This is an optimization exercise on Yosys and OpenROAD, whose aim is small area, not a production implementation.
Function was checked by simulation only, so behaviour that the tests miss may differ from the original.
Power figures rest on the tool's default switching activity, not on a simulated workload.

## design/flow/constraint.sdc

```tcl
create_clock -name core_clock -period 4.5 [get_ports {clk}]
set_input_delay 0.9000 -clock core_clock [delete_from_list [all_inputs] [get_ports {clk}]]
set_output_delay 0.9000 -clock core_clock [all_outputs]
set_load 0.01 [all_outputs]
```

## design/flow/run.sh

```bash
#!/bin/bash
# synth_recipe.tcl (not shown) runs the flow's synth.tcl, then flattens the netlist and writes it again
# the make line also repeats each setting of config.mk as NAME=value (left out here)
make -C /OpenROAD-flow-scripts/flow DESIGN_CONFIG=/design/flow/config.mk WORK_HOME=/design/flow/orfs CLKGATE_MAP_FILE= SYNTH_SCRIPT=/design/flow/synth_recipe.tcl finish
```

## design/flow/design.v

```verilog
module unum_adder(
	input clk,
	input[31:0] unum1,
	input[31:0] unum2,
	output[31:0] unum_o
);
wire [30:0] m1, m2;
neg31 ng1(.x(unum1[30:0]), .s(unum1[31]), .m(m1));
neg31 ng2(.x(unum2[30:0]), .s(unum2[31]), .m(m2));
wire cmp;
gt31 gt(.a(m1), .b(m2), .gt(cmp));
reg s1_1, s2_1, cmp_1;
reg [30:0] m1_1, m2_1;
always @(posedge clk) begin
	s1_1 <= unum1[31];
	s2_1 <= unum2[31];
	m1_1 <= m1;
	m2_1 <= m2;
	cmp_1 <= cmp;
end
wire r1 = m1_1[30], r2 = m2_1[30];
wire [4:0] n1, n2;
lzc32 lz1(.v({m1_1[29:0] ^ {30{r1}}, 2'b10}), .n(n1));
lzc32 lz2(.v({m2_1[29:0] ^ {30{r2}}, 2'b10}), .n(n2));
wire [28:0] t1, t2;
shl29 sh1(.d(m1_1[28:0]), .n(n1), .q(t1));
shl29 sh2(.d(m2_1[28:0]), .n(n2), .q(t2));
wire z1 = ~r1 & (n1 == 5'd30);   
wire z2 = ~r2 & (n2 == 5'd30);
wire [8:0] sc1 = {~r1, r1 ? n1 : ~n1, t1[28:26]};
wire [8:0] sc2 = {~r2, r2 ? n2 : ~n2, t2[28:26]};
wire sL = cmp_1 ? s1_1 : s2_1;
wire sS = cmp_1 ? s2_1 : s1_1;
wire zL = cmp_1 ? z1 : z2;
wire zS = cmp_1 ? z2 : z1;
reg sL_2, sS_2, inf_2;
reg [8:0] scL_2, scS_2;
reg [25:0] fL_2;
reg [26:0] fS_2;
always @(posedge clk) begin
	sL_2 <= sL;
	sS_2 <= sS;
	inf_2 <= (s1_1 & z1) | (s2_1 & z2);
	scL_2 <= zL ? 9'd232 : (cmp_1 ? sc1 : sc2);
	scS_2 <= cmp_1 ? sc2 : sc1;
	fL_2 <= cmp_1 ? t1[25:0] : t2[25:0];
	fS_2 <= {~zS | sS, cmp_1 ? t2[25:0] : t1[25:0]};
end
wire [8:0] diff = scL_2 - scS_2;
wire [4:0] d = (diff[8:5] != 4'd0) ? 5'd31 : diff[4:0];
wire [28:0] B;
shr29 shB(.d({fS_2, 2'b00}), .n(d), .q(B));
reg sg_3, sub_3, inf_3;
reg [8:0] sc_3;
reg [25:0] fL_3;
reg [28:0] B_3;
always @(posedge clk) begin
	sg_3 <= sL_2;
	sub_3 <= sL_2 ^ sS_2;
	inf_3 <= inf_2;
	sc_3 <= scL_2;
	fL_3 <= fL_2;
	B_3 <= B;
end
wire [29:0] sum;
addsub29 as(.a({1'b1, fL_3, 2'b00}), .b(B_3), .sub(sub_3), .y(sum));
reg sg_4, inf_4;
reg [8:0] sc_4;
reg [29:0] sum_4;
always @(posedge clk) begin
	sg_4 <= sg_3;
	inf_4 <= inf_3;
	sc_4 <= sc_3;
	sum_4 <= sum;
end
wire [4:0] lz;
lzc32 lzN(.v({sum_4, 2'b01}), .n(lz));      
wire nz = ~&lz;
wire [28:0] sh;
shl29 shN(.d(sum_4[28:0]), .n(lz), .q(sh));    
reg sg_5, inf_5, nz_5;
reg [8:0] e_5;
reg [26:0] f_5;
always @(posedge clk) begin
	sg_5 <= sg_4;
	inf_5 <= inf_4;
	nz_5 <= nz;
	e_5 <= sc_4 + 9'd1 - {4'd0, lz};
	f_5 <= sh[28:2];
end
wire [31:0] shv = {~e_5[8] & nz_5, e_5[8] & nz_5, e_5[2:0] & {3{nz_5}}, f_5};
wire [4:0] amt = e_5[8] ? ~e_5[7:3] : e_5[7:3];
wire [31:0] pk;
sra32 shP(.d(shv), .n(amt), .q(pk));
wire sg = (sg_5 & nz_5) | inf_5;
wire [30:0] o;
rnd31 rn(.r(inf_5 ? 31'd0 : pk[31:1]), .sg(sg), .rnd(~inf_5 & pk[0]), .y(o));
reg [31:0] o_6, o_7, o_8;
always @(posedge clk) begin
	o_6 <= {sg, o};
	o_7 <= o_6;
	o_8 <= o_7;
end
assign unum_o = o_8;
endmodule
module neg31(input [30:0] x, input s, output [30:0] m);
wire [31:0] o0 = {x, 1'b0};
wire [31:0] o1, o2, o3, o4, o5;
genvar i;
generate for (i = 0; i < 32; i = i + 1) begin: pf
	assign o1[i] = (i % 2 >= 1) ? (o0[i] | o0[i - i % 2 + 0]) : o0[i];
end endgenerate
generate for (i = 0; i < 32; i = i + 1) begin: pf2
	assign o2[i] = (i % 4 >= 2) ? (o1[i] | o1[i - i % 4 + 1]) : o1[i];
end endgenerate
generate for (i = 0; i < 32; i = i + 1) begin: pf3
	assign o3[i] = (i % 8 >= 4) ? (o2[i] | o2[i - i % 8 + 3]) : o2[i];
end endgenerate
generate for (i = 0; i < 32; i = i + 1) begin: pf4
	assign o4[i] = (i % 16 >= 8) ? (o3[i] | o3[i - i % 16 + 7]) : o3[i];
end endgenerate
generate for (i = 0; i < 32; i = i + 1) begin: pf5
	assign o5[i] = (i >= 16) ? (o4[i] | o4[15]) : o4[i];
end endgenerate
assign m = x ^ (o5[30:0] & {31{s}});
endmodule
module gt31(input [30:0] a, input [30:0] b, output gt);
wire [7:0] g, e;
genvar i;
generate for (i = 0; i < 8; i = i + 1) begin: grp
	wire [3:0] aa = (i < 7) ? a[4*i+3:4*i] : {1'b0, a[30:28]};
	wire [3:0] bb = (i < 7) ? b[4*i+3:4*i] : {1'b0, b[30:28]};
	assign g[i] = aa > bb;
	assign e[i] = aa == bb;
end endgenerate
wire [3:0] g2, e2;
generate for (i = 0; i < 4; i = i + 1) begin: t1
	assign g2[i] = g[2*i+1] | (e[2*i+1] & g[2*i]);
	assign e2[i] = e[2*i+1] & e[2*i];
end endgenerate
wire [1:0] g3, e3;
generate for (i = 0; i < 2; i = i + 1) begin: t2
	assign g3[i] = g2[2*i+1] | (e2[2*i+1] & g2[2*i]);
	assign e3[i] = e2[2*i+1] & e2[2*i];
end endgenerate
assign gt = g3[1] | (e3[1] & g3[0]);
endmodule
module lzc32(input [31:0] v, output [4:0] n);
wire [15:0] z1, c1;
genvar i;
generate for (i = 0; i < 16; i = i + 1) begin: l1
	assign z1[i] = ~(v[2*i+1] | v[2*i]);
	assign c1[i] = ~v[2*i+1];
end endgenerate
wire [7:0] z2; wire [15:0] c2;
generate for (i = 0; i < 8; i = i + 1) begin: l2
	assign z2[i] = z1[2*i+1] & z1[2*i];
	assign c2[2*i+1:2*i] = z1[2*i+1] ? {1'b1, c1[2*i]} : {1'b0, c1[2*i+1]};
end endgenerate
wire [3:0] z3; wire [11:0] c3;
generate for (i = 0; i < 4; i = i + 1) begin: l3
	assign z3[i] = z2[2*i+1] & z2[2*i];
	assign c3[3*i+2:3*i] = z2[2*i+1] ? {1'b1, c2[4*i+1:4*i]} : {1'b0, c2[4*i+3:4*i+2]};
end endgenerate
wire [1:0] z4; wire [7:0] c4;
generate for (i = 0; i < 2; i = i + 1) begin: l4
	assign z4[i] = z3[2*i+1] & z3[2*i];
	assign c4[4*i+3:4*i] = z3[2*i+1] ? {1'b1, c3[6*i+2:6*i]} : {1'b0, c3[6*i+5:6*i+3]};
end endgenerate
assign n = z4[1] ? {1'b1, c4[3:0]} : {1'b0, c4[7:4]};
endmodule
module shl29(input [28:0] d, input [4:0] n, output [28:0] q);
wire [28:0] l1 = n[0] ? {d[27:0], 1'b0} : d;
wire [28:0] l2 = n[1] ? {l1[26:0], 2'b0} : l1;
wire [28:0] l3 = n[2] ? {l2[24:0], 4'b0} : l2;
wire [28:0] l4 = n[3] ? {l3[20:0], 8'b0} : l3;
assign q = n[4] ? {l4[12:0], 16'b0} : l4;
endmodule
module shr29(input [28:0] d, input [4:0] n, output [28:0] q);
wire [28:0] l1 = n[4] ? {16'b0, d[28:16]} : d;
wire [28:0] l2 = n[3] ? {8'b0, l1[28:8]} : l1;
wire [28:0] l3 = n[2] ? {4'b0, l2[28:4]} : l2;
wire [28:0] l4 = n[1] ? {2'b0, l3[28:2]} : l3;
assign q = n[0] ? {1'b0, l4[28:1]} : l4;
endmodule
module sra32(input [31:0] d, input [4:0] n, output [31:0] q);
wire s = d[31];
wire [31:0] l1 = n[4] ? {{16{s}}, d[31:16]} : d;
wire [31:0] l2 = n[3] ? {{8{s}}, l1[31:8]} : l1;
wire [31:0] l3 = n[2] ? {{4{s}}, l2[31:4]} : l2;
wire [31:0] l4 = n[1] ? {{2{s}}, l3[31:2]} : l3;
assign q = n[0] ? {s, l4[31:1]} : l4;
endmodule
module addsub29(input [28:0] a, input [28:0] b, input sub, output [29:0] y);
wire [28:0] bb = b ^ {29{sub}};
wire [28:0] g0 = a & bb;
wire [28:0] p0 = a ^ bb;
wire [29:0] G, P;    
wire [28:0] gi = {g0[28:1], g0[0] | (p0[0] & sub)};
wire [28:0] pi = p0;
wire [28:0] G1, P1;
genvar i;
generate for (i = 0; i < 29; i = i + 1) begin: s1
	if (i % 2 == 1) begin
		assign G1[i] = gi[i] | (pi[i] & gi[i-1]);
		assign P1[i] = pi[i] & pi[i-1];
	end else begin
		assign G1[i] = gi[i];
		assign P1[i] = pi[i];
	end
end endgenerate
wire [28:0] G2, P2;
generate for (i = 0; i < 29; i = i + 1) begin: s2
	if (i % 4 == 3) begin
		assign G2[i] = G1[i] | (P1[i] & G1[i-2]);
		assign P2[i] = P1[i] & P1[i-2];
	end else begin
		assign G2[i] = G1[i];
		assign P2[i] = P1[i];
	end
end endgenerate
wire [28:0] G3, P3;
generate for (i = 0; i < 29; i = i + 1) begin: s3
	if (i % 8 == 7) begin
		assign G3[i] = G2[i] | (P2[i] & G2[i-4]);
		assign P3[i] = P2[i] & P2[i-4];
	end else begin
		assign G3[i] = G2[i];
		assign P3[i] = P2[i];
	end
end endgenerate
wire [28:0] G4, P4;
generate for (i = 0; i < 29; i = i + 1) begin: s4
	if (i % 16 == 15) begin
		assign G4[i] = G3[i] | (P3[i] & G3[i-8]);
		assign P4[i] = P3[i] & P3[i-8];
	end else begin
		assign G4[i] = G3[i];
		assign P4[i] = P3[i];
	end
end endgenerate
wire [28:0] C;
assign C[15] = G4[15];
assign C[7] = G4[7];
assign C[23] = G4[23] | (P4[23] & C[15]);
assign C[3] = G4[3];
assign C[11] = G4[11] | (P4[11] & C[7]);
assign C[19] = G4[19] | (P4[19] & C[15]);
assign C[27] = G4[27] | (P4[27] & C[23]);
generate for (i = 0; i < 29; i = i + 1) begin: dn
	if (i % 4 == 1 && i > 1) assign C[i] = G4[i] | (P4[i] & C[i-2]);
	else if (i == 1) assign C[i] = G4[1];
	else if (i % 2 == 0 && i > 0) assign C[i] = gi[i] | (pi[i] & C[i-1]);
	else if (i == 0) assign C[i] = gi[0];
end endgenerate
assign y[0] = p0[0] ^ sub;
assign y[28:1] = p0[28:1] ^ C[27:0];
assign y[29] = C[28] ^ sub;
endmodule
module rnd31(input [30:0] r, input sg, input rnd, output [30:0] y);
wire [30:0] v = r ^ {31{sg}};
wire a0 = sg ^ rnd;
wire c1 = (v[0] & a0) | (sg & rnd);
wire [29:0] w = v[30:1];
wire [5:0] ga;   
wire [5:0] gc;   
genvar i;
generate for (i = 0; i < 6; i = i + 1) begin: g
	assign ga[i] = &w[5*i+4:5*i];
	if (i == 0) assign gc[i] = c1;
	else assign gc[i] = gc[i-1] & ga[i-1];
end endgenerate
wire [29:0] c;
generate for (i = 0; i < 30; i = i + 1) begin: b
	if (i % 5 == 0) assign c[i] = gc[i/5];
	else assign c[i] = c[i-1] & w[i-1];
end endgenerate
assign y = {w ^ c, v[0] ^ a0};
endmodule
```

## design/flow/config.mk

```make
export PLATFORM = sky130hd
export DESIGN_NAME = unum_adder
export DESIGN_NICKNAME = unum_adder
export VERILOG_FILES = /design/flow/design.v
export SDC_FILE = /design/flow/constraint.sdc
export NUM_CORES = 4
export LEC_CHECK = 0
export ABC_AREA = 1
export CAP_MARGIN = 20
export CORE_MARGIN = 2
export CORE_UTILIZATION = 40
export SLEW_MARGIN = 20
```

==> results of run 1 <==
-- layer usage --
metal,routed length [µm],global-route usage,up-vias
li1,-,-,11700
met1,30400,0.288,10200
met2,32800,0.384,523
met3,2610,0.0229,113
met4,2120,0.0775,0
met5,0,0,-
-- final timing paths --
| kind | startpoint | end |
|---|---|---|
| worst max-delay path | unum2[1] | cmp_1 |
| worst min-delay path | fL_2[24] | fL_3[24] |
| worst max register to register | scL_2[0] | B_3[14] |
| worst min register to register | fL_2[24] | fL_3[24] |
-- critical path: cells and delay by family --
kind                     cells  cell delay, ns
AO/OA/AOI/OAI                2            0.61
XOR/XNOR                     1            0.12
adder cells (fa/ha/maj)      1            0.30
buffers and inverters        4            0.64
AND/OR/NAND/NOR             15            1.81
-- power groups by stage --
stage,Sequential [mW],Clock [mW],Combinational (mW)
finish,5.70,3.34,15.0
global route,5.85,3.58,17.2
CTS,5.72,3.44,15.0
detailed placement,5.79,0,14.9
global placement,5.78,0,14.8
floorplan,5.52,0,11.1
-- synth_stat cells (all sizes together), types with 3 or more instances --
master	number	area share
o211ai	21	0.0066
clkinv	5	0.00079
nor4	4	0.0011
nor2	133	0.024
a21oi	69	0.015
dfxtp	382	0.32
fa	15	0.013
nand3b	16	0.0051
a221oi	3	0.0011
nor3	10	0.0027
or2	13	0.0034
nand3	802	0.17
a21o	6	0.0019
inv	332	0.053
mux2i	4	0.0017
nand2	966	0.15
a21boi	3	0.00095
o21ai	191	0.041
o31ai	9	0.0028
buf	118	0.032
nand4	66	0.017
xor2	98	0.036
a31oi	11	0.0029
clkbuf	57	0.0090
ha	103	0.054
xnor2	60	0.022
-- kinds of logic (layout without fill, tap and decap cells) --
family | count (synthesis) | count (layout) | share of synthesized area
buffers and inverters | 512 | 576 | 0.0939
adders and majority gates | 118 | 118 | 0.0670
AOI/OAI and AO/OA | 324 | 324 | 0.0761
DFF | 382 | 382 | 0.322
xor gates and xnor gates | 158 | 158 | 0.0583
and+or+nand+nor | 2012 | 2012 | 0.381
muxes | 4 | 4 | 0.00169
-- area by class of cell --
type	count	area [µm²]	area share
timing repair buffer	163	1460	0.0551
tap	773	967	0.0364
clock buffer	53	1130	0.0425
clock inverter	23	215	0.00809
inverter	337	1270	0.0477
multi-input combinational	2616	13900	0.523
sequential	382	7650	0.288
-- flip-flops by register name (all words and copies together) (netlist names), 27 cells and up --
register,count
o_7,32
B_3,29
m1_1,31
f_5,27
o_6,32
o_8,32
sum_4,30
m2_1,31
fS_2,27
-- cells in the final DEF (no fill, tap or decap), drive strengths merged, types with 2 or more instances in the layout --
cell type and instances:
nor2 133, nand4 66, xnor2 60, a31oi 11
a21o 6, or2 13, nand2 966, o31ai 9
o21ai 191, bufinv 2, o21a 2, o21bai 2
nor4 4, a21oi 69, nand3 802, clkinv 18
buf 67, a21boi 3, dfxtp 382, ha 103
inv 338, xor2 98, fa 15, o211ai 21
and2 2, nand3b 16, nor3 10, clkdlybuf4s50 96
clkinvlp 2, o221ai 2, clkbuf 53, a221oi 3
mux2i 4
==> key figures, run 1 <==
Placement
  – Pre-CTS setup slack: 0.0580 ns
  – Dpl hpwl: 53.1 mm
  – Final GP Congestion: 0.914
  – PortBufs: 96
  – Placed Cells: 4,271
  – Dpl cell area: 0.0252 mm²

CTS
  – CTS tree: built
  – CTS resizes: 0
  – Worst skew pair latency: 0.58 ns
  – Postcts setup bufs: 0
  – CTS Buffer Depth: 3
  – CTS Hold Bufs: 0
  – Htree depth: 2
  – CTS buffer count: 41
  – Reg clk slew, reported paths: 0.06 ns
  – # clock sinks: 382
  – Root Buffer: clkbuf_16

Cells and area
  – Fill cells: 6,161
  – Share of the core filled with cells: 0.452
  – Final Non-Filler Cells: 4,347
  – Syn-to-layout area delta: 12.0%
  – Share of layout cells above drive strength 1: 0.0616
  – Final nets: 3,724
  – ANT cells: 0
  – Final instance area: 0.0266 mm²

STA
  – Pins Over Slew Limit: 0
  – Final worst slack: 0.633 ns
  – Final setup TNS: 0 ns
  – Final setup viols: 0
  – Fin Clk Skew: 0.0272 ns
  – Slew @ Worst Pin: 0.910 ns
  – Hold Fails Final Rpt: 0
  – Slew margin rel.: 0.393
  – RSZ-0062 raised after global routing: false
  – Fin crit share: 0.859
  – Min cycle time layout: 3.87 ns
  – Fmax: 259 MHz
  – Hold WS: 0.318 ns

Global routing
  – Largest net degree at the start of global routing: 77
  – First-pass GRT wire length: 109 mm
  – GRT Util Overall: 0.222
  – Vias in the first global route: 20,800
  – Initial antenna violation count: 0
  – Total congestion overflow: 0

Setup path
  – CP Capture Type: flop
  – R2R depth: 16
  – Required time worst endpoint: 5.01 ns
  – Slowest stage delay, CP: 0.46 ns
  – Crit path cell chain: clkdlybuf4s50_1 > nor3_2 > nand2_1 > nor2_1 > nand2_1 > or2_1 > nor2_1 > nand2_1 > nor2_2 > nand4_1 > nor2_1 > inv_1 > o21ai_0 > xor2_1 > ha_1 > nand3_1 > inv_1 > nand2_1 > inv_1 > nand4_1 > o31ai_1 > nand3b_1 > nand2_1
  – Most common cell on crit path: nand2_1
  – Slowest CP cell: clkdlybuf4s50_1
  – Critical Path Source Type: input port
  – Setup CP Type: input port to flop
  – R2R setup slack: 0.70 ns
  – Arrival time worst endpoint: 4.38 ns
  – Crit path max fanout: 4

Power and ir drop
  – Switching power: 11.9 mW
  – Sequential share of power: 0.237
  – Sw frac: 0.495
  – Gate power share: 0.624
  – Clk pwr share: 0.139
  – Power Total: 24.0 mW
  – Static Leak: 13.1 nW
  – Pwr dens: 903 mW/mm²
  – VDD IR-drop max: 0.492 mV
  – Power Internal: 12.1 mW

Status
  – Status: complete, no violations

Floorplanning
  – Top-Level Pins: 97
  – CORE AREA: 0.0588 mm²
  – Die area: 0.0613 mm²
  – Die W: 248 µm
  – Die Height: 248 µm
  – Starting Density: 0.404
  – Row cnt: 89

Yosys
  – Seq/Total Area, Yosys: 0.322
  – Number of flops mapped to enable cells by yosys: 0
  – Mapped Cells: 3,510
  – Async S/R FF share, synth: 0
  – Cell area after synthesis: 0.0237 mm²
  – Average size of a mapped cell: 6.76 µm²
  – Synth Register Bits: 382
  – Distinct cells, synth: 54
  – Most used DFF post-synth: dfxtp_1
  – Synthesis Warnings: 1
  – Syn nets: 3,693

Detailed routing
  – Routed WL: 68.0 mm
  – Vias per cell: 5.18
  – WL/cell: 15.6 µm
  – Via count: 22,500
  – Post-route ant nets: 0
  – Pre-Repair DR Iteration Count: 7
  – Initial DRC Count: 1,807
  – Detailed-route DRC error count: 0

Worst hold path
  – Hold/Removal Path Class: flop to flop
  – Hold path cells: 0

Run
  – Max cap viols: 0
==> run 2, diff against run 1 <==
==> design/flow/flow/run.sh (new file) <==
#!/bin/bash
# Own layout flow: the standard synthesis, then the combinational logic between the
# standard synthesis's registers is mapped again with an area-oriented ABC script
# (the registers, their names and cells are kept), then the standard layout steps.
# Ports are buffered with the smallest buffer.
set -euo pipefail
W=$(pwd)
R=$W/orfs/results/$FLOW_PLATFORM/unum_adder/base
LIB=$FLOW_HOME/platforms/$FLOW_PLATFORM/lib/sky130_fd_sc_hd__tt_025C_1v80.lib
YOSYS=$(dirname $(command -v yosys 2>/dev/null || echo /OpenROAD-flow-scripts/tools/install/yosys/bin/yosys))/yosys
[ -x "$YOSYS" ] || YOSYS=/OpenROAD-flow-scripts/tools/install/yosys/bin/yosys

bash standard.sh synth > $W/log_synth.txt 2>&1

python3 $W/flow/genmodels.py $LIB > $W/cell_models.v 2> $W/log_genmodels.txt
cp $R/1_2_yosys.v $W/standard_synth.v
ABC_SCRIPT=${ABC_SCRIPT:-"strash;dch;amap -m"}
echo "$ABC_SCRIPT" | tr ';' '\n' > $W/remap.abc
DU=""
for c in $(grep -o "sky130_fd_sc_hd__probe\S*\|sky130_fd_sc_hd__lpflow\S*" $FLOW_HOME/platforms/$FLOW_PLATFORM/config.mk | sort -u); do DU="$DU -dont_use $c"; done
cat > $W/remap.ys <<EOT
read_verilog $W/cell_models.v
read_verilog $W/standard_synth.v
hierarchy -top $FLOW_TOP
flatten
opt_clean -purge
simplemap
opt -fast
abc -liberty $LIB $DU -script $W/remap.abc
opt_clean -purge
setundef -zero
splitnets
opt_clean -purge
hilomap -singleton -hicell sky130_fd_sc_hd__conb_1 HI -locell sky130_fd_sc_hd__conb_1 LO
opt_clean -purge
tee -o $W/remap_stat.txt stat -liberty $LIB
write_verilog -noattr -noexpr -nohex -nodec $R/1_2_yosys.v
EOT
$YOSYS -q -l $W/log_remap.txt -s $W/remap.ys > /dev/null 2>&1
rm -f $R/1_synth.odb
export BUFFER_PORTS_ARGS="-buffer_cell sky130_fd_sc_hd__buf_1"
bash standard.sh finish > $W/log_finish.txt 2>&1
==> design/flow/flow/genmodels.py (new file) <==
# Generate Verilog models of the sky130hd combinational cells (from liberty functions)
# and blackbox stubs of the sequential ones.
import re, sys
lib = open(sys.argv[1]).read()
out = []
# split into cell blocks
idx = [m.start() for m in re.finditer(r'\n\s*cell\s*\(', lib)]
idx.append(len(lib))
def conv(f):
    f = f.strip().strip('"')
    # liberty: ! prefix not, ' postfix not, & * and, | + or, ^ xor, space = and
    f = re.sub(r"(\w+)'", r"(!\1)", f)
    f = re.sub(r"\(([^()]*)\)'", r"(!(\1))", f)
    f = f.replace('*', '&').replace('+', '|')
    # implicit AND (space between operands)
    f = re.sub(r'(?<=[\w)])\s+(?=[\w(!])', ' & ', f)
    f = f.replace('!', '~')
    return f
for a, b in zip(idx, idx[1:]):
    blk = lib[a:b]
    name = re.search(r'cell\s*\(\s*"?(\w+)"?\s*\)', blk).group(1)
    pins = re.findall(r'\n\s*pin\s*\(\s*"?(\w+)"?\s*\)\s*\{(.*?)\n\s{8}\}', blk, re.S)
    if not pins:
        pins = re.findall(r'pin\s*\(\s*"?(\w+)"?\s*\)\s*\{((?:[^{}]|\{[^{}]*\})*)\}', blk, re.S)
    seq = re.search(r'\b(ff|latch|statetable)\s*\(', blk) is not None
    ins, outs = [], []
    for pn, body in pins:
        d = re.search(r'direction\s*:\s*"?(\w+)"?', body)
        if not d: continue
        if d.group(1) == 'input': ins.append(pn)
        elif d.group(1) == 'output':
            fn = re.search(r'\bfunction\s*:\s*"([^"]*)"', body)
            outs.append((pn, fn.group(1) if fn else None))
    if not outs and not ins: continue
    ins = list(dict.fromkeys(ins)); outs = [o for o in dict((o[0], o) for o in outs).values() if o[0] not in ins]
    ports = ins + [o for o, _ in outs]
    if seq or any(f is None for _, f in outs):
        out.append('(* blackbox *)\nmodule %s(%s);\n%s\nendmodule\n' % (name, ', '.join(ports),
            '\n'.join(['input %s;' % i for i in ins] + ['output %s;' % o for o, _ in outs])))
    else:
        body = ['input %s;' % i for i in ins] + ['output %s;' % o for o, _ in outs]
        body += ['assign %s = %s;' % (o, conv(f)) for o, f in outs]
        out.append('module %s(%s);\n%s\nendmodule\n' % (name, ', '.join(ports), '\n'.join(body)))
print('\n'.join(out))
==> design/flow/standard.sh (new file) <==
#!/bin/bash
# synth_recipe.tcl (not shown) runs the flow's synth.tcl, then flattens the netlist and writes it again
# the make line also repeats each setting of config.mk as NAME=value (left out here)
make -C /OpenROAD-flow-scripts/flow DESIGN_CONFIG=/design/flow/config.mk WORK_HOME=/design/flow/orfs CLKGATE_MAP_FILE= SYNTH_SCRIPT=/design/flow/synth_recipe.tcl "${@:-finish}"
removed: design/flow/run.sh
==> key figures, run 2 <==
STA
  – Final worst slack: -0.879 ns
  – Final setup viols: 9
  – Hold WS: 0.317 ns
  – Slew margin rel.: 0.373
  – Fmax: 186 MHz
  – Pins Over Slew Limit: 0
  – Min cycle time layout: 5.38 ns
  – Fin crit share: 1.20
  – Fin Clk Skew: 0.0175 ns
  – Final setup TNS: -6.10 ns
  – RSZ-0062 raised after global routing: true
  – Hold Fails Final Rpt: 0
  – Slew @ Worst Pin: 0.930 ns

Cells and area
  – Share of the core filled with cells: 0.539
  – Biggest regs: o_6 (32), o_7 (32), o_8 (32)
  – Final Non-Filler Cells: 3,639
  – Final instance area: 0.0250 mm²
  – Most frequent cells in the layout: nor2_1, o22ai_1, dfxtp_1
  – Fill cells: 4,357
  – Share of layout cells above drive strength 1: 0.203
  – Syn-to-layout area delta: 33.9%
  – ANT cells: 0
  – Most common cell after layout, fill and taps aside: nor2_1
  – Final nets: 3,070

Setup path
  – Slowest stage delay, CP: 0.33 ns
  – Critical Path Source Type: flop
  – R2R setup slack: -0.88 ns
  – Required time worst endpoint: 4.98 ns
  – Crit path max fanout: 6
  – CP Capture Type: flop
  – Arrival time worst endpoint: 5.85 ns
  – Setup CP Type: flop to flop
  – Most common cell on crit path: nor2_4
  – Slowest CP cell: dfxtp_2

Worst hold path
  – Hold/Removal Path Class: flop to flop

Status
  – Status: failed layout checks
  – Violated checks: negative setup slack

Placement
  – PortBufs: 96
  – Final GP Congestion: 0.937
  – Dpl cell area: 0.0226 mm²
  – Dpl hpwl: 51.1 mm
  – Placed Cells: 3,531

Detailed routing
  – WL/cell: 18.1 µm
  – Pre-Repair DR Iteration Count: 6
  – Via count: 20,800
  – Vias per cell: 5.70
  – Detailed-route DRC error count: 0
  – Initial DRC Count: 1,748
  – Post-route ant nets: 0
  – Routed WL: 65.7 mm

Power and ir drop
  – Pwr dens: 893 mW/mm²
  – VDD IR-drop max: 0.503 mV
  – Static Leak: 9.53 nW

Floorplanning
  – CORE AREA: 0.0464 mm²
  – Top-Level Pins: 97
  – Die area: 0.0484 mm²
  – Row cnt: 79
  – Die Height: 220 µm
  – Die W: 220 µm
  – Starting Density: 0.403

Global routing
  – First-pass GRT wire length: 101 mm
  – Initial antenna violation count: 1
  – Largest net degree at the start of global routing: 63
  – Vias in the first global route: 18,800
  – GRT Util Overall: 0.265
  – Total congestion overflow: 0

CTS
  – # clock sinks: 382
  – Worst skew pair latency: 0.56 ns
  – CTS buffer count: 41
  – Root Buffer: clkbuf_16
  – CTS tree: built
  – CTS Buffer Depth: 3
  – CTS Hold Bufs: 0
  – Htree depth: 2
  – Reg clk slew, reported paths: 0.06 ns

Yosys
  – Mapped Cells: 2,500
  – Synthesis Warnings: 1
  – Average size of a mapped cell: 7.47 µm²
  – Cell area after synthesis: 0.0187 mm²
  – Syn nets: 2,565

Run
  – Max cap viols: 0
[run 2: cell types whose count changed in the layout (fill, tap and decap cells not counted), sizes merged, moves of 48 or more]
cell,change
xnor2,-60
o22ai,+408
o221ai,+48
buf,+394
nor2,+323
ha,-103
clkinv,+230
clkdlybuf4s50,-96
a21oi,+154
nand3,-785
nand2,-784
inv,-326
nand4,-64
xor2,-98
[run 2: repair_timing]
action / CTS / global route
pin swaps: 13 / 62
setup buffers: 24 / 18
gates resized for setup: 31 / 149
setup endpoints to repair: 17 / 90
hold endpoints to repair: 0 / 0
cloned: 1 / 0
[run 2: final cells by class]
class	instances	area, µm²	share of cell area
repair buffers	462	3160	0.126
well taps	607	759	0.0304
clock buffers	51	1110	0.0445
flip-flops and latches	382	7660	0.306
multi-input cells	1870	11100	0.442
inverters	247	985	0.0394
clock inverters	19	273	0.0109
repair inverters	1	8.76	0.000350
[run 2: layer usage]
metal | track usage | routed length (µm)
met5 | 0 | 0
met4 | 0.0893 | 2180
met3 | 0.0338 | 3450
met2 | 0.440 | 30300
met1 | 0.354 | 29800
[run 2: report_power, final]
| group | switching (mW) | total (mW) | internal, mW |
|---|---|---|---|
| registers | 0.690 | 5.43 | 4.74 |
| clock network | 1.38 | 3.48 | 2.10 |
| logic | 7.84 | 13.4 | 5.57 |
[run 2: critical path: cells and delay by family, from the launching register on]
family                 cells  cell delay, ns
buffers and inverters      8            0.72
AND/OR/NAND/NOR           24            3.08
AO/OA/AOI/OAI              7            1.23
flip-flops                 1            0.33
[run 2: through the flow]
stage,power [mW],setup slack [ns]
6_report,22.3,-0.879
5_1_grt,23.8,-1.19
4_1_cts,21.5,-0.946
3_5_place_dp,17.6,-1.23
3_3_place_gp,17.5,-1.17
2_1_floorplan,12.6,-1.32
[run 2: final timing paths]
path / from / endpoint / depth (start not counted)
min: sg_3 / sg_4 / 0
min reg2reg: sg_3 / sg_4 / 0
max reg2reg: e_5[8] / o_6[30] / 39
max: e_5[8] / o_6[30] / 39
==> run 3, diff against run 2 <==
--- a/design/flow/flow/run.sh
+++ b/design/flow/flow/run.sh
@@ -16,3 +16,3 @@
 cp $R/1_2_yosys.v $W/standard_synth.v
-ABC_SCRIPT=${ABC_SCRIPT:-"strash;dch;amap -m"}
+ABC_SCRIPT=${ABC_SCRIPT:-"strash;dch;map -D 2000;topo;stime -c;buffer -c;upsize -c;dnsize -c"}
 echo "$ABC_SCRIPT" | tr ';' '\n' > $W/remap.abc
==> key figures, run 3 <==
Status
  – Status: complete, no violations

Floorplanning
  – CORE AREA: 0.0540 mm²
  – Starting Density: 0.406
  – Die W: 238 µm
  – Top-Level Pins: 97
  – Row cnt: 85
  – Die Height: 238 µm
  – Die area: 0.0568 mm²

STA
  – Slew @ Worst Pin: 0.961 ns
  – Hold Fails Final Rpt: 0
  – Final setup TNS: 0 ns
  – Fin crit share: 0.925
  – Fmax: 240 MHz
  – Slew margin rel.: 0.359
  – Fin Clk Skew: 0.0211 ns
  – Min cycle time layout: 4.16 ns
  – Pins Over Slew Limit: 0
  – RSZ-0062 raised after global routing: false
  – Final setup viols: 0

Setup path
  – Crit path cell chain: buf_4 > nand2_1 > nand2_1 > o21ai_0 > nor2_1 > inv_1 > nor2_1 > nand3_1 > and3_1 > nor2_2 > mux2i_1 > nand2_1 > o21ai_0 > nand2_1 > o21ai_0 > or2_2 > o21ai_0 > buf_4
  – R2R depth: 18
  – Arrival time worst endpoint: 4.67 ns
  – Crit path max fanout: 17
  – Slowest stage delay, CP: 0.67 ns
  – R2R setup slack: 0.34 ns
  – Slowest CP cell: dfxtp_1
  – Setup crit start: m1_1[30]
  – Reg2reg end: fL_2[7]
  – Setup CP Type: flop to flop
  – Required time worst endpoint: 5.01 ns
  – R2r startpoint: m1_1[30]
  – CP Capture Type: flop
  – Critical Path Source Type: flop

Yosys
  – Synthesis Warnings: 1
  – Average size of a mapped cell: 6.80 µm²
  – Syn nets: 3,290
  – Cell area after synthesis: 0.0219 mm²
  – Mapped Cells: 3,225

Power and ir drop
  – Power Internal: 11.6 mW
  – Clk pwr share: 0.171
  – Static Leak: 11.2 nW
  – VDD IR-drop max: 0.369 mV
  – Sequential share of power: 0.252
  – Switching power: 10.7 mW
  – Sw frac: 0.480
  – Gate power share: 0.578
  – Pwr dens: 898 mW/mm²

Global routing
  – Total congestion overflow: 0
  – Initial antenna violation count: 1
  – First-pass GRT wire length: 101 mm
  – Vias in the first global route: 19,200
  – GRT Util Overall: 0.222
  – Largest net degree at the start of global routing: 65

Detailed routing
  – Initial DRC Count: 1,723
  – Vias per cell: 5.21
  – Post-route ant nets: 0
  – Detailed-route DRC error count: 0
  – Via count: 21,100
  – WL/cell: 15.7 µm
  – Pre-Repair DR Iteration Count: 6
  – Routed WL: 63.4 mm

Cells and area
  – ANT cells: 0
  – Most frequent cells in the layout: nand2_1, dfxtp_1, o21ai_0
  – Share of layout cells above drive strength 1: 0.0741
  – Biggest regs: o_6 (32), o_7 (32), o_8 (32)
  – Final instance area: 0.0247 mm²
  – Most common cell after layout, fill and taps aside: nand2_1
  – Syn-to-layout area delta: 12.7%
  – Final nets: 3,381

CTS
  – Reg clk slew, reported paths: 0.06 ns
  – Htree depth: 2
  – Worst skew pair latency: 0.58 ns
  – Root Buffer: clkbuf_16
  – # clock sinks: 382
  – CTS tree: built
  – Postcts setup bufs: 0
  – CTS Buffer Depth: 3
  – CTS buffer count: 43

Placement
  – Dpl cell area: 0.0232 mm²
  – Dpl hpwl: 50.4 mm
  – Final GP Congestion: 0.982
  – PortBufs: 96

Worst hold path
  – Min-delay src: fL_2[14]
  – Hold/Removal Path Class: flop to flop
  – Hold worst-path end: fL_3[14]
  – Hold path cells: 0

Run
  – Max cap viols: 0
## run 3: final cells by class
class,instances,area [µm²]
flip-flops and latches,382,7650
well taps,696,871
fillers,5624,29300
clock buffers,52,1140
repair buffers,168,921
clock inverters,25,404
multi-input cells,2411,12600
inverters,310,1180
## run 3: layer usage
layer | wire length [µm] | track usage | vias to the layer above
met5 | 0 | 0 | -
met4 | 1830 | 0.0737 | 0
met3 | 3060 | 0.0289 | 118
met2 | 30700 | 0.391 | 554
met1 | 27900 | 0.278 | 9465
li1 | - | - | 10900
## run 3: per-stage QoR
| step | hold WS, ns | power (mW) | utilization | setup WS [ns] | instances |
|---|---|---|---|---|---|
| after global placement | 0.310 | 18.4 | 0.429 | 0.353 | 3966 |
| after floorplan | 0.310 | 15.2 | - | 0.865 | 3225 |
| final | 0.324 | 22.2 | 0.458 | 0.338 | 4044 |
| after detailed placement | 0.312 | 18.4 | 0.429 | 0.342 | 3967 |
| after CTS | 0.325 | 22.3 | 0.458 | 0.326 | 4044 |
| after global routing | 0.326 | 24.2 | 0.458 | 0.00244 | 4044 |
## run 3: worst max path at each step
stage | endpoint | slack, ns | cells past startpoint
final | fL_2[7] | 0.34 | 18
after detailed placement | o_6[30] | 0.34 | 18
after global placement | o_6[30] | 0.35 | 18
after CTS | o_6[30] | 0.33 | 18
after global routing | fL_2[24] | 0.002 | 21
after floorplan | sum_4[28] | 0.86 | 14
## run 3: worst max-delay path, delay by kind of cell, from the launching register on
family	cells	cell delay, ns
buffers and inverters	3	0.61
multiplexers	1	0.22
flip-flops	1	0.67
AO/OA/AOI/OAI	4	0.84
AND/OR/NAND/NOR	10	1.76
## run 3: timing repair
item / CTS / global route
hold buffers: 0 / 0
endpoints found under the setup margin: 0 / 25
hold endpoints to repair: 0 / 0
gates resized for setup: 0 / 4
## run 3: power by group through the flow
stage / registers (mW) / clock network [mW] / logic (mW)
2_1_floorplan: 5.51 / 0 / 9.72
3_3_place_gp: 5.67 / 0 / 12.7
3_5_place_dp: 5.69 / 0 / 12.8
4_1_cts: 5.62 / 3.88 / 12.8
5_1_grt: 5.74 / 4.02 / 14.5
6_report: 5.59 / 3.79 / 12.8
==> run 4, diff against run 3 <==
--- a/design/flow/config.mk
+++ b/design/flow/config.mk
@@ -10,3 +10,5 @@
 export CORE_MARGIN = 2
-export CORE_UTILIZATION = 40
+export CORE_UTILIZATION = 60
+export CTS_BUF_LIST = sky130_fd_sc_hd__clkbuf_4 sky130_fd_sc_hd__clkbuf_8
+export CTS_CLUSTER_SIZE = 30
 export SLEW_MARGIN = 20
==> key figures, run 4 <==
CTS
  – # clock sinks: 382
  – Worst skew pair latency: 0.69 ns
  – Reg clk slew, reported paths: 0.06 ns
  – Root Buffer: clkbuf_8
  – Postcts setup bufs: 0
  – CTS tree: built
  – CTS buffer count: 57
  – Htree depth: 2
  – CTS Buffer Depth: 3

Setup path
  – Slowest stage delay, CP: 0.70 ns
  – Slowest CP cell: dfxtp_1
  – Setup CP Type: flop to flop
  – Worst Path Buf+Inv: 1
  – Arrival time worst endpoint: 4.58 ns
  – CP Capture Type: flop
  – Family with the most delay on the worst path: compound AO/OA/AOI/OAI gates
  – Critical Path Source Type: flop
  – Crit path max fanout: 21
  – Crit path cell chain: nand2_1 > o21ai_0 > nand2_1 > nor2_1 > o311ai_0 > nand2_1 > a21oi_1 > nor2_2 > buf_4 > nand2_1 > o21ai_0 > nand2_1 > o21ai_0 > a21oi_1 > o21ai_0 > o21ai_0 > nand2_1 > o21ai_0
  – Required time worst endpoint: 5.01 ns

Power and ir drop
  – VDD IR-drop max: 0.426 mV
  – Clk pwr share: 0.144
  – Power Internal: 11.0 mW
  – Pwr dens: 896 mW/mm²
  – Power Total: 21.7 mW
  – Sw frac: 0.493
  – Sequential share of power: 0.261
  – Switching power: 10.7 mW
  – Static Leak: 11.1 nW
  – Gate power share: 0.595

Global routing
  – Vias in the first global route: 20,900
  – Initial antenna violation count: 3
  – GRT Util Overall: 0.348
  – Largest net degree at the start of global routing: 66
  – First-pass GRT wire length: 105 mm
  – Total congestion overflow: 0

Floorplanning
  – Row cnt: 70
  – CORE AREA: 0.0363 mm²
  – Die area: 0.0381 mm²
  – Die W: 195 µm
  – Starting Density: 0.604
  – Top-Level Pins: 97
  – Die Height: 195 µm

Status
  – Status: complete, no violations

Yosys
  – Synthesis Warnings: 1
  – Syn nets: 3,290
  – Mapped Cells: 3,225
  – Average size of a mapped cell: 6.80 µm²
  – Cell area after synthesis: 0.0219 mm²

STA
  – Hold Fails Final Rpt: 0
  – Slew margin rel.: 0.366
  – Min cycle time layout: 4.06 ns
  – Fmax: 246 MHz
  – Final worst slack: 0.436 ns
  – Final setup TNS: 0 ns
  – Fin Clk Skew: 0.0405 ns
  – RSZ-0062 raised after global routing: false
  – Slew @ Worst Pin: 0.950 ns
  – Final setup viols: 0
  – Fin crit share: 0.903
  – Pins Over Slew Limit: 0

Cells and area
  – Final nets: 3,398
  – Most frequent cells in the layout: nand2_1, dfxtp_1, o21ai_0
  – Share of the core filled with cells: 0.666
  – Most common cell after layout, fill and taps aside: nand2_1
  – Share of layout cells above drive strength 1: 0.0824
  – Final instance area: 0.0242 mm²
  – Syn-to-layout area delta: 10.3%
  – Biggest regs: o_6 (32), o_7 (32), o_8 (32)

Placement
  – Dpl cell area: 0.0229 mm²
  – PortBufs: 96
  – Final GP Congestion: 1.06
  – Dpl hpwl: 53.0 mm
  – Pre-CTS setup slack: 0.262 ns

Detailed routing
  – Routed WL: 66.8 mm
  – Vias per cell: 5.76
  – Via count: 22,100
  – Pre-Repair DR Iteration Count: 7
  – Detailed-route DRC error count: 0
  – Initial DRC Count: 1,795
  – WL/cell: 17.4 µm
  – Post-route ant nets: 0

Worst hold path
  – Hold/Removal Path Class: flop to flop

Run
  – Max cap viols: 0
[run 4: through the flow]
stage,cells,hold slack (ns)
2_1_floorplan,3225,0.310
3_3_place_gp,3742,0.310
3_5_place_dp,3742,0.312
4_1_cts,3841,0.298
5_1_grt,3841,0.295
6_report,3842,0.295
[run 4: cell type report]
cell class,count,area (µm²)
Clock inverter,16,233
Tap cell,468,586
Clock buffer,83,1050
Antenna cell,1,2.50
Timing Repair Buffer,171,936
Multi-Input combinational cell,2411,12600
Fill cell,3277,12100
Inverter,310,1180
Sequential cell,382,7650
[run 4: timing repair]
| action | in CTS | in global routing |
|---|---|---|
| resized for setup | 0 | 3 |
| setup endpoints to repair | 0 | 20 |
| hold buffers | 0 | 0 |
[run 4: power by group through the flow]
| stage | logic (mW) | clock network [mW] | registers (mW) |
|---|---|---|---|
| floorplan | 9.72 | 0 | 5.51 |
| global placement | 12.4 | 0 | 5.69 |
| detailed placement | 12.6 | 0 | 5.72 |
| CTS | 12.7 | 3.16 | 5.67 |
| global route | 14.5 | 3.29 | 5.79 |
| finish | 12.9 | 3.12 | 5.67 |
[run 4: final timing paths]
kind | end | start | slack (ns) | depth (start not counted)
max reg2reg | fS_2[23] | m2_1[30] | 0.44 | 18
max | fS_2[23] | m2_1[30] | 0.44 | 18
min | fL_3[6] | fL_2[6] | 0.30 | 0
min reg2reg | fL_3[6] | fL_2[6] | 0.30 | 0
[run 4: metal layers]
layer	vias to the layer above	routed length, µm	track usage
met5	-	0	0
met4	0	5620	0.273
met3	272	3890	0.0463
met2	933	32400	0.626
met1	9966	24900	0.367
li1	11000	-	-
==> run 5, diff against run 4 <==
--- a/design/flow/design.v
+++ b/design/flow/design.v
@@ -11,26 +11,19 @@
 gt31 gt(.a(m1), .b(m2), .gt(cmp));
-reg s1_1, s2_1, cmp_1;
-reg [30:0] m1_1, m2_1;
-always @(posedge clk) begin
-	s1_1 <= unum1[31];
-	s2_1 <= unum2[31];
-	m1_1 <= m1;
-	m2_1 <= m2;
-	cmp_1 <= cmp;
-end
-wire r1 = m1_1[30], r2 = m2_1[30];
-wire [4:0] n1, n2;
-lzc32 lz1(.v({m1_1[29:0] ^ {30{r1}}, 2'b10}), .n(n1));
-lzc32 lz2(.v({m2_1[29:0] ^ {30{r2}}, 2'b10}), .n(n2));
-wire [28:0] t1, t2;
-shl29 sh1(.d(m1_1[28:0]), .n(n1), .q(t1));
-shl29 sh2(.d(m2_1[28:0]), .n(n2), .q(t2));
-wire z1 = ~r1 & (n1 == 5'd30);   
-wire z2 = ~r2 & (n2 == 5'd30);
-wire [8:0] sc1 = {~r1, r1 ? n1 : ~n1, t1[28:26]};
-wire [8:0] sc2 = {~r2, r2 ? n2 : ~n2, t2[28:26]};
-wire sL = cmp_1 ? s1_1 : s2_1;
-wire sS = cmp_1 ? s2_1 : s1_1;
-wire zL = cmp_1 ? z1 : z2;
-wire zS = cmp_1 ? z2 : z1;
+reg sL_1, sS_1;
+reg [30:0] mL_1, mS_1;
+always @(posedge clk) begin
+	sL_1 <= cmp ? unum1[31] : unum2[31];
+	sS_1 <= cmp ? unum2[31] : unum1[31];
+	mL_1 <= cmp ? m1 : m2;
+	mS_1 <= cmp ? m2 : m1;
+end
+wire rL = mL_1[30], rS = mS_1[30];
+wire [4:0] nL, nS;
+lzc32 lzL(.v({mL_1[29:0] ^ {30{rL}}, 2'b10}), .n(nL));
+lzc32 lzS(.v({mS_1[29:0] ^ {30{rS}}, 2'b10}), .n(nS));
+wire [28:0] tL, tS;
+shl29 shL(.d(mL_1[28:0]), .n(nL), .q(tL));
+shl29 shS(.d(mS_1[28:0]), .n(nS), .q(tS));
+wire zL = ~rL & (nL == 5'd30);   
+wire zS = ~rS & (nS == 5'd30);
 reg sL_2, sS_2, inf_2;
@@ -40,9 +33,9 @@
 always @(posedge clk) begin
-	sL_2 <= sL;
-	sS_2 <= sS;
-	inf_2 <= (s1_1 & z1) | (s2_1 & z2);
-	scL_2 <= zL ? 9'd232 : (cmp_1 ? sc1 : sc2);
-	scS_2 <= cmp_1 ? sc2 : sc1;
-	fL_2 <= cmp_1 ? t1[25:0] : t2[25:0];
-	fS_2 <= {~zS | sS, cmp_1 ? t2[25:0] : t1[25:0]};
+	sL_2 <= sL_1;
+	sS_2 <= sS_1;
+	inf_2 <= (sL_1 & zL) | (sS_1 & zS);
+	scL_2 <= zL ? 9'd232 : {~rL, rL ? nL : ~nL, tL[28:26]};
+	scS_2 <= {~rS, rS ? nS : ~nS, tS[28:26]};
+	fL_2 <= tL[25:0];
+	fS_2 <= {~zS | sS_1, tS[25:0]};
 end
--- a/design/flow/config.mk
+++ b/design/flow/config.mk
@@ -10,5 +10,3 @@
 export CORE_MARGIN = 2
-export CORE_UTILIZATION = 60
-export CTS_BUF_LIST = sky130_fd_sc_hd__clkbuf_4 sky130_fd_sc_hd__clkbuf_8
-export CTS_CLUSTER_SIZE = 30
+export CORE_UTILIZATION = 40
 export SLEW_MARGIN = 20
==> key figures, run 5 <==
Status
  – Status: complete, no violations

STA
  – Pins Over Slew Limit: 0
  – Hold Fails Final Rpt: 0
  – Fmax: 256 MHz
  – Fin Clk Skew: 0.0413 ns
  – RSZ-0062 raised after global routing: false
  – Final worst slack: 0.596 ns
  – Final setup TNS: 0 ns
  – Slew @ Worst Pin: 0.885 ns
  – Fin crit share: 0.868
  – Min cycle time layout: 3.90 ns
  – Final setup viols: 0
  – Slew margin rel.: 0.408

Yosys
  – Syn nets: 3,360
  – Average size of a mapped cell: 6.61 µm²
  – Mapped Cells: 3,295
  – Cell area after synthesis: 0.0218 mm²
  – Synthesis Warnings: 1

Floorplanning
  – Die W: 237 µm
  – Row cnt: 85
  – Top-Level Pins: 97
  – CORE AREA: 0.0538 mm²
  – Die area: 0.0563 mm²
  – Starting Density: 0.405
  – Die Height: 237 µm

Setup path
  – Slowest stage delay, CP: 0.54 ns
  – Most common cell on crit path: buf_4
  – Critical Path Source Type: flop
  – CP Capture Type: flop
  – Slowest CP cell: dfxtp_1
  – Required time worst endpoint: 4.97 ns
  – Family with the most delay on the worst path: buffers and inverters
  – Worst Path Buf+Inv: 8
  – Arrival time worst endpoint: 4.37 ns
  – Setup CP Type: flop to flop
  – Crit path cell chain: buf_4 > nand2_1 > nand2_1 > o21ai_0 > inv_1 > o211ai_1 > nor2_1 > inv_1 > nor2_1 > inv_1 > nor2_1 > nor2_2 > buf_4 > o21ai_0 > nand2_1 > o21ai_0 > buf_4 > nor2_1 > a31oi_1 > buf_4 > nor3_1 > buf_4
  – Crit path max fanout: 29

Detailed routing
  – Vias per cell: 5.06
  – Detailed-route DRC error count: 0
  – Via count: 20,700
  – Post-route ant nets: 0
  – Initial DRC Count: 1,436
  – Pre-Repair DR Iteration Count: 5
  – Routed WL: 58.8 mm
  – WL/cell: 14.3 µm

CTS
  – CTS tree: built
  – Reg clk slew, reported paths: 0.06 ns
  – Root Buffer: clkbuf_16
  – CTS Buffer Depth: 3
  – # clock sinks: 381
  – CTS buffer count: 42
  – Htree depth: 2
  – Postcts setup bufs: 0
  – Worst skew pair latency: 0.61 ns

Placement
  – PortBufs: 96
  – Pre-CTS setup slack: 0.262 ns
  – Final GP Congestion: 0.919
  – Placed Cells: 4,025
  – Dpl hpwl: 46.3 mm

Cells and area
  – Final Non-Filler Cells: 4,104
  – Share of layout cells above drive strength 1: 0.0663
  – Final nets: 3,438
  – Syn-to-layout area delta: 12.5%
  – FF+latch area: 0.00763 mm²
  – Area of the multi-input gates: 0.0124 mm²
  – Fill cells: 5,684
  – Most common cell after layout, fill and taps aside: nand2_1
  – Most frequent cells in the layout: nand2_1, o21ai_0, dfxtp_1
  – Biggest regs: o_6 (32), o_7 (32), o_8 (32)

Global routing
  – Initial antenna violation count: 0
  – Total congestion overflow: 0
  – Vias in the first global route: 18,900
  – First-pass GRT wire length: 95.4 mm
  – Largest net degree at the start of global routing: 76
  – GRT Util Overall: 0.206

Power and ir drop
  – Pwr dens: 901 mW/mm²
  – Static Leak: 11.3 nW
  – VDD IR-drop max: 0.422 mV

Run
  – Max cap viols: 0

Worst hold path
  – Hold/Removal Path Class: flop to flop
run 5: repair_timing:
action,CTS,global route
endpoints found under the setup margin,0,2
gates resized for setup,0,2
hold buffers,0,0
run 5: per-stage QoR:
step / util / hold slack, ns / power [mW] / instance area, µm²
5_1_grt: 0.455 / 0.327 / 24.3 / 24500
3_3_place_gp: 0.427 / 0.310 / 18.5 / 23000
6_report: 0.455 / 0.310 / 22.1 / 24500
3_5_place_dp: 0.427 / 0.312 / 18.5 / 23000
2_1_floorplan: - / 0.310 / 15.3 / 21800
4_1_cts: 0.455 / 0.312 / 22.2 / 24500
run 5: layout make-up:
type / instances / area share
flip-flops and latches: 381 / 0.311
inverters: 307 / 0.0472
diodes: 1 / 0.000102
repair buffers: 165 / 0.0364
clock inverters: 28 / 0.0142
clock buffers: 50 / 0.0470
multi-input cells: 2476 / 0.508
well taps: 696 / 0.0355
run 5: worst paths after layout:
check / slack (ns) / cells past startpoint / startpoint / endpoint
min: 0.31 / 0 / fL_2[5] / fL_3[5]
max reg2reg: 0.60 / 22 / mL_1[30] / fL_2[4]
min reg2reg: 0.31 / 0 / fL_2[5] / fL_3[5]
max: 0.60 / 22 / mL_1[30] / fL_2[4]
run 5: layer usage:
layer  up-vias  share of wire  global-route usage
met5         -              0                   0
met4         0          0.038              0.0881
met3       112          0.035              0.0210
met2       448           0.48               0.364
met1      9187           0.45               0.255
li1      11000              -                   -
run 5: power breakdown:
part	leakage [nW]	switching, mW	internal (mW)
logic	7.35	8.34	4.39
registers	3.20	0.776	4.96
clock network	0.715	1.50	2.10
run 5: worst reg2reg max path, cell delays in order (launching register included):
cell and delay, ns:
dfxtp_1 0.54, buf_4 0.30, nand2_1 0.09, nand2_1 0.06, o21ai_0 0.09, inv_1 0.10, o211ai_1 0.09, nor2_1 0.21
inv_1 0.10, nor2_1 0.13, inv_1 0.24, nor2_1 0.22, nor2_2 0.07, buf_4 0.23, o21ai_0 0.27, nand2_1 0.07
o21ai_0 0.11, buf_4 0.16, nor2_1 0.04, a31oi_1 0.29, buf_4 0.17, nor3_1 0.03, buf_4 0.17
==> run 6, diff against run 5 <==
--- a/design/flow/config.mk
+++ b/design/flow/config.mk
@@ -10,3 +10,5 @@
 export CORE_MARGIN = 2
-export CORE_UTILIZATION = 40
+export CORE_UTILIZATION = 60
+export CTS_BUF_LIST = sky130_fd_sc_hd__clkbuf_4 sky130_fd_sc_hd__clkbuf_8
+export CTS_CLUSTER_SIZE = 30
 export SLEW_MARGIN = 20
==> key figures, run 6 <==
Detailed routing
  – WL met3: 3.18 mm
  – Vias per cell: 5.58
  – Pre-Repair DR Iteration Count: 6
  – Initial DRC Count: 1,661
  – Detailed-route DRC error count: 0
  – Via count: 21,700
  – Post-route ant nets: 0
  – WL/cell: 15.3 µm
  – Metal-1 WL: 25.4 mm
  – Routed wl met2: 29.6 mm
  – Routed WL: 59.5 mm
  – Top sig layer: met4

Cells and area
  – Share of layout cells above drive strength 1: 0.0702
  – Syn-to-layout area delta: 10.3%
  – Most common cell after layout, fill and taps aside: nand2_1
  – Fill cells: 3,225
  – Final nets: 3,441
  – Biggest regs: o_6 (32), o_7 (32), o_8 (32)
  – ANT cells: 0
  – Final Non-Filler Cells: 3,882
  – Most frequent cells in the layout: nand2_1, o21ai_0, dfxtp_1

STA
  – Final setup TNS: 0 ns
  – Slew margin rel.: 0.475
  – Fin Clk Skew: 0.0349 ns
  – RSZ-0062 raised after global routing: false
  – Hold Fails Final Rpt: 0
  – Pins Over Slew Limit: 0
  – Fin crit share: 0.908
  – Slew @ Worst Pin: 0.787 ns
  – Min cycle time layout: 4.09 ns
  – Final setup viols: 0
  – Fmax: 245 MHz

Setup path
  – R2R setup slack: 0.41 ns
  – Reg2reg end: o_6[29]
  – Setup crit start: e_5[8]
  – R2R depth: 18
  – Setup CP Type: flop to flop
  – Crit path max fanout: 24
  – Required time worst endpoint: 5.06 ns
  – R2r startpoint: e_5[8]
  – Critical Path Source Type: flop
  – CP Capture Type: flop
  – Arrival time worst endpoint: 4.65 ns

Floorplanning
  – Top-Level Pins: 97
  – Row cnt: 69
  – Die Height: 194 µm
  – Die W: 194 µm
  – Starting Density: 0.611
  – CORE AREA: 0.0357 mm²
  – Die area: 0.0378 mm²

Worst hold path
  – Hold worst-path end: fL_3[20]
  – Hold/Removal Path Class: flop to flop
  – Hold path cells: 0
  – Min-delay src: fL_2[20]

Power and ir drop
  – Pwr dens: 917 mW/mm²
  – Static Leak: 11.2 nW
  – VDD IR-drop max: 0.461 mV

Global routing
  – First-pass GRT wire length: 95.7 mm
  – Initial antenna violation count: 0
  – Largest net degree at the start of global routing: 100
  – Total congestion overflow: 0
  – GRT Util Overall: 0.306
  – Vias in the first global route: 19,700

Yosys
  – Average size of a mapped cell: 6.61 µm²
  – Cell area after synthesis: 0.0218 mm²
  – Mapped Cells: 3,295
  – Syn nets: 3,360
  – Synthesis Warnings: 1

CTS
  – Reg clk slew, reported paths: 0.06 ns
  – Postcts setup bufs: 0
  – CTS Buffer Depth: 3
  – CTS Hold Bufs: 0
  – Worst skew pair latency: 0.68 ns
  – CTS buffer count: 58
  – Root Buffer: clkbuf_8
  – # clock sinks: 381
  – Htree depth: 2
  – CTS tree: built

Placement
  – PortBufs: 96
  – Final GP Congestion: 0.969
  – Dpl hpwl: 45.8 mm
  – Placed Cells: 3,777

Status
  – Status: complete, no violations

Run
  – Max cap viols: 0
[run 6: cell type report]
type                    count  area [µm²]  share of cell area
well taps                 461         577              0.0240
flip-flops and latches    381        7630               0.318
repair buffers            152         806              0.0336
multi-input cells        2476       12500               0.519
clock inverters            24         308              0.0128
inverters                 307        1160              0.0482
clock buffers              81        1060              0.0444
[run 6: critical path, cell delays in order (launching register included)]
cell and delay (ns):
dfxtp_1 0.43, buf_4 0.21, xnor2_4 0.50, nor2_2 0.18, a21oi_1 0.23, o21ai_0 0.17
o21ai_0 0.25, o21ai_0 0.14, nand2_1 0.10, nand3_1 0.10, nand2_1 0.10, o21ai_0 0.10
nand3b_1 0.19, nor3_1 0.42, nand4_4 0.24, nor4_4 0.33, nand2_1 0.12, nand2_1 0.09
nand2_1 0.06
[run 6: report_power, final]
part	total, mW	switching (mW)	internal, mW
Sequential	5.74	0.778	4.96
Combinational	13.0	8.65	4.32
Clock	3.29	1.40	1.90
[run 6: timing repair]
action,in CTS,in global routing
setup endpoints to repair,0,9
endpoints found under the hold margin,0,0
resized for setup,0,3
[run 6: through the flow]
step           worst slack [ns]  instance area, µm²  power, mW  hold slack [ns]  utilization
3_5_place_dp              0.185               22600       18.5            0.312        0.634
2_1_floorplan             0.713               21800       15.3            0.310            -
3_3_place_gp              0.364               22600       18.2            0.310        0.634
4_1_cts                   0.347               24000       21.8            0.302        0.673
6_report                  0.414               24000       22.0            0.296        0.673
5_1_grt                 0.00926               24000       24.0            0.285        0.673
[run 6: worst max-delay path by stage]
stage / end / slack [ns] / depth (start not counted)
after floorplan: sum_4[29] / 0.71 / 14
after global placement: mS_1[15] / 0.36 / 22
after detailed placement: mS_1[15] / 0.18 / 18
after CTS: o_6[29] / 0.35 / 22
after global routing: o_6[29] / 0.009 / 18
final: o_6[29] / 0.41 / 18
[run 6: layer usage]
metal  global-route usage  up-vias
met5                    0        -
met1                0.379     9897
li1                     -    11000
met2                0.545      632
met3               0.0467      119
met4               0.0980        0
==> run 7, diff against run 6 <==
--- a/design/flow/design.v
+++ b/design/flow/design.v
@@ -87,9 +87,14 @@
 sra32 shP(.d(shv), .n(amt), .q(pk));
-wire sg = (sg_5 & nz_5) | inf_5;
+reg sg_6, rnd_6;
+reg [30:0] r_6;
+always @(posedge clk) begin
+	sg_6 <= (sg_5 & nz_5) | inf_5;
+	r_6 <= inf_5 ? 31'd0 : pk[31:1];
+	rnd_6 <= ~inf_5 & pk[0];
+end
 wire [30:0] o;
-rnd31 rn(.r(inf_5 ? 31'd0 : pk[31:1]), .sg(sg), .rnd(~inf_5 & pk[0]), .y(o));
-reg [31:0] o_6, o_7, o_8;
-always @(posedge clk) begin
-	o_6 <= {sg, o};
-	o_7 <= o_6;
+rnd31 rn(.r(r_6), .sg(sg_6), .rnd(rnd_6), .y(o));
+reg [31:0] o_7, o_8;
+always @(posedge clk) begin
+	o_7 <= {sg_6, o};
 	o_8 <= o_7;
--- a/design/flow/flow/run.sh
+++ b/design/flow/flow/run.sh
@@ -2,4 +2,5 @@
 # Own layout flow: the standard synthesis, then the combinational logic between the
-# standard synthesis's registers is mapped again with an area-oriented ABC script
-# (the registers, their names and cells are kept), then the standard layout steps.
+# standard synthesis's registers is mapped again with ABC (the registers, their names
+# and cells are kept): the logic feeding the registers named in AREA_FLOPS with an
+# area-only mapper, the rest with a delay-bounded one. Then the standard layout steps.
 # Ports are buffered with the smallest buffer.
@@ -16,4 +17,10 @@
 cp $R/1_2_yosys.v $W/standard_synth.v
-ABC_SCRIPT=${ABC_SCRIPT:-"strash;dch;map -D 2000;topo;stime -c;buffer -c;upsize -c;dnsize -c"}
+FIX="topo;stime -c;buffer -c;upsize -c;dnsize -c"
+ABC_SCRIPT=${ABC_SCRIPT:-"strash;dch;map -D 2300;$FIX"}
+ABC_AREA_SCRIPT=${ABC_AREA_SCRIPT:-"strash;dch;amap -m;$FIX"}
+AREA_FLOPS=${AREA_FLOPS:-"sum_4* sg_4* inf_4* sc_4* e_5* f_5* nz_5* sg_5* inf_5* r_6* sg_6* rnd_6* o_7*"}
 echo "$ABC_SCRIPT" | tr ';' '\n' > $W/remap.abc
+echo "$ABC_AREA_SCRIPT" | tr ';' '\n' > $W/remap_area.abc
+SEL=""
+for p in $AREA_FLOPS; do if [ -z "$SEL" ]; then SEL="c:$p"; else SEL="$SEL c:$p %u"; fi; done
 DU=""
@@ -28,3 +35,6 @@
 opt -fast
-abc -liberty $LIB $DU -script $W/remap.abc
+select -set late $SEL %ci*:-sky130_fd_sc_hd__dfxtp_1[Q,CLK] t:\$_* %i
+abc -liberty $LIB $DU -script $W/remap_area.abc @late
+select -clear
+abc -liberty $LIB $DU -script $W/remap.abc t:\$_*
 opt_clean -purge
==> key figures, run 7 <==
STA
  – Final setup viols: 0
  – Pins Over Slew Limit: 0
  – Fmax: 245 MHz
  – Fin crit share: 0.907
  – Final worst slack: 0.419 ns
  – RSZ-0062 raised after global routing: false
  – Slew @ Worst Pin: 0.990 ns
  – Fin Clk Skew: 0.0261 ns
  – Slew margin rel.: 0.340
  – Hold Fails Final Rpt: 0
  – Min cycle time layout: 4.08 ns

Placement
  – Pre-CTS setup slack: -0.00784 ns
  – Placed Cells: 3,437
  – Dpl hpwl: 44.5 mm
  – Dpl cell area: 0.0216 mm²
  – Final GP Congestion: 0.955
  – PortBufs: 96

CTS
  – CTS buffer count: 59
  – Root Buffer: clkbuf_8
  – Worst skew pair latency: 0.66 ns
  – CTS tree: built
  – # clock sinks: 382
  – CTS Buffer Depth: 3
  – CTS Hold Bufs: 0
  – Reg clk slew, reported paths: 0.07 ns
  – Htree depth: 2

Floorplanning
  – Die W: 190 µm
  – Starting Density: 0.605
  – Die Height: 190 µm
  – Row cnt: 68
  – Top-Level Pins: 97
  – Die area: 0.0361 mm²
  – CORE AREA: 0.0343 mm²

Global routing
  – GRT Util Overall: 0.310
  – Initial antenna violation count: 0
  – Vias in the first global route: 18,700
  – Largest net degree at the start of global routing: 69
  – First-pass GRT wire length: 90.8 mm
  – Total congestion overflow: 0

Power and ir drop
  – Static Leak: 9.92 nW
  – VDD IR-drop max: 0.611 mV
  – Pwr dens: 937 mW/mm²

Cells and area
  – Syn-to-layout area delta: 10.7%
  – ANT cells: 0
  – Final Non-Filler Cells: 3,542
  – Biggest regs: o_7 (32), o_8 (32)
  – Fill cells: 2,981
  – Share of the core filled with cells: 0.670
  – Most common cell after layout, fill and taps aside: nand2_1
  – Share of layout cells above drive strength 1: 0.0865
  – Most frequent cells in the layout: nand2_1, nor2_1, dfxtp_1
  – Final nets: 3,108
  – Final instance area: 0.0230 mm²

Setup path
  – R2r startpoint: mL_1[30]
  – Setup crit end: scL_2[1]
  – Setup crit start: mL_1[30]
  – Reg2reg end: scL_2[1]
  – Slowest CP cell: nor2_2
  – R2R depth: 13
  – Family with the most delay on the worst path: simple AND/OR/NAND/NOR gates
  – Crit path max fanout: 20
  – Stages on worst setup path: 13
  – Most common cell on crit path: o21ai_0
  – Critical Path Source Type: flop
  – Worst Path Buf+Inv: 3
  – CP Capture Type: flop
  – Arrival time worst endpoint: 4.60 ns
  – Setup CP Type: flop to flop
  – Required time worst endpoint: 5.01 ns
  – R2R setup slack: 0.42 ns
  – Slowest stage delay, CP: 0.64 ns
  – Crit path cell chain: inv_1 > o21ai_0 > o21ai_0 > nor2_1 > inv_1 > nor2_1 > a2111oi_0 > nor2_2 > buf_4 > mux2i_1 > mux2i_1 > o21ai_0 > o21ai_0

Detailed routing
  – WL/cell: 16.2 µm
  – Routed WL: 57.2 mm
  – Vias per cell: 5.73
  – Via count: 20,300
  – Initial DRC Count: 1,684
  – Pre-Repair DR Iteration Count: 6
  – Detailed-route DRC error count: 0
  – Post-route ant nets: 0

Worst hold path
  – Min-delay src: fL_2[15]
  – Hold path cells: 0
  – Hold/Removal Path Class: flop to flop

Yosys
  – Cell area after synthesis: 0.0207 mm²
  – Average size of a mapped cell: 7.02 µm²
  – Syn nets: 3,020
  – Mapped Cells: 2,955
  – Synthesis Warnings: 1

Status
  – Status: complete, no violations

Run
  – Max cap viols: 0
[run 7: cell types whose count changed in the layout (fill, tap and decap cells not counted), sizes merged, moves of 33 or more]
cell | before | now
nand2 | 874 | 496
xnor2 | 46 | 13
a21oi | 108 | 198
xor2 | 109 | 62
nand3 | 181 | 69
o22ai | 18 | 164
o22a | 1 | 41
nor2 | 375 | 414
nand4 | 54 | 16
[run 7: final cells by class]
cell class,count,area (µm²),share of cell area
tap,455,569,0.0248
inverter,298,1130,0.0493
sequential,382,7650,0.333
multi-input combinational,2149,11500,0.499
clock buffer,91,1150,0.0502
timing repair buffer,153,813,0.0354
clock inverter,14,196,0.00855
[run 7: what timing repair did]
action | in CTS | in global routing
endpoints found under the setup margin | 0 | 22
gates resized for setup | 0 | 1
endpoints found under the hold margin | 0 | 0
setup buffers | 0 | 0
[run 7: layer usage]
metal / GRT usage / routed length (µm)
met4: 0.119 / 1970
met5: 0 / 0
met1: 0.384 / 24400
met3: 0.0443 / 3190
met2: 0.543 / 27700
[run 7: through the flow]
| step | hold WS, ns | total power, mW | setup TNS, ns |
|---|---|---|---|
| floorplan | 0.310 | 14.9 | 0 |
| global placement | 0.310 | 17.9 | 0 |
| detailed placement | 0.312 | 18.1 | -0.0216 |
| CTS | 0.299 | 21.4 | 0 |
| global route | 0.312 | 23.3 | 0 |
| finish | 0.311 | 21.5 | 0 |
[run 7: how the worst min path moves through the flow]
stage | endpoint | slack (ns)
after global routing | fL_3[15] | 0.31
after detailed placement | sc_4[6] | 0.31
after CTS | fL_3[15] | 0.30
after global placement | fL_3[25] | 0.31
after floorplan | fL_3[0] | 0.31
final | fL_3[15] | 0.31
[run 7: where the power goes]
group	total [mW]	internal [mW]	switching, mW
logic	12.3	4.27	8.07
registers	5.98	5.03	0.950
clock network	3.21	1.86	1.34
[run 7: worst register-to-register path: cells and delay by family, from the launching register on]
kind                   cells  cell delay (ns)
and+or+nand+nor            3             1.10
AOI/OAI and AO/OA          5             1.05
buffers and inverters      3             0.73
DFF                        1             0.55
muxes                      2             0.52

## separate check: timing with driven ports
Ports are ideal in the flow. The routed layouts listed here were re-timed in OpenROAD.
Step 1: set_driving_cell puts a clkbuf_16 on clk and a buf_2 on each other input, an assumption about the parent block.
Step 2 moves the port delays by t, midway between the first and last clock arrival at a register: inputs arrive t later, outputs are due t later. That takes back most of the time a late clock gives input paths.
Three values: no drivers, after step 1, after step 2; two values: the first two.
| run | shift t [ns] | setup slack, ns | worst setup path at the end |
|---|---|---|---|
| run 1 | 0.627 | 0.633 / 0.674 / 0.047 | input to register |
| run 2 | 0.605 | -0.879 / -0.879 / -0.879 | register to register |
| run 3 | 0.623 | 0.338 / 0.338 / 0.338 | register to register |
| run 4 | 0.718 | 0.436 / 0.436 / 0.241 | input to register |
| run 5 | 0.640 | 0.596 / 0.596 / 0.250 | input to register |
| run 6 | 0.720 | 0.414 / 0.414 / 0.087 | input to register |
| run 7 | 0.702 | 0.419 / 0.419 / -0.151 | input to register |
With both steps, setup timing fails in run 7, where it was met with ideal ports. The setup slack of run 1, which loses most, moves by +0.041 ns with the drivers and by -0.586 ns with both steps.
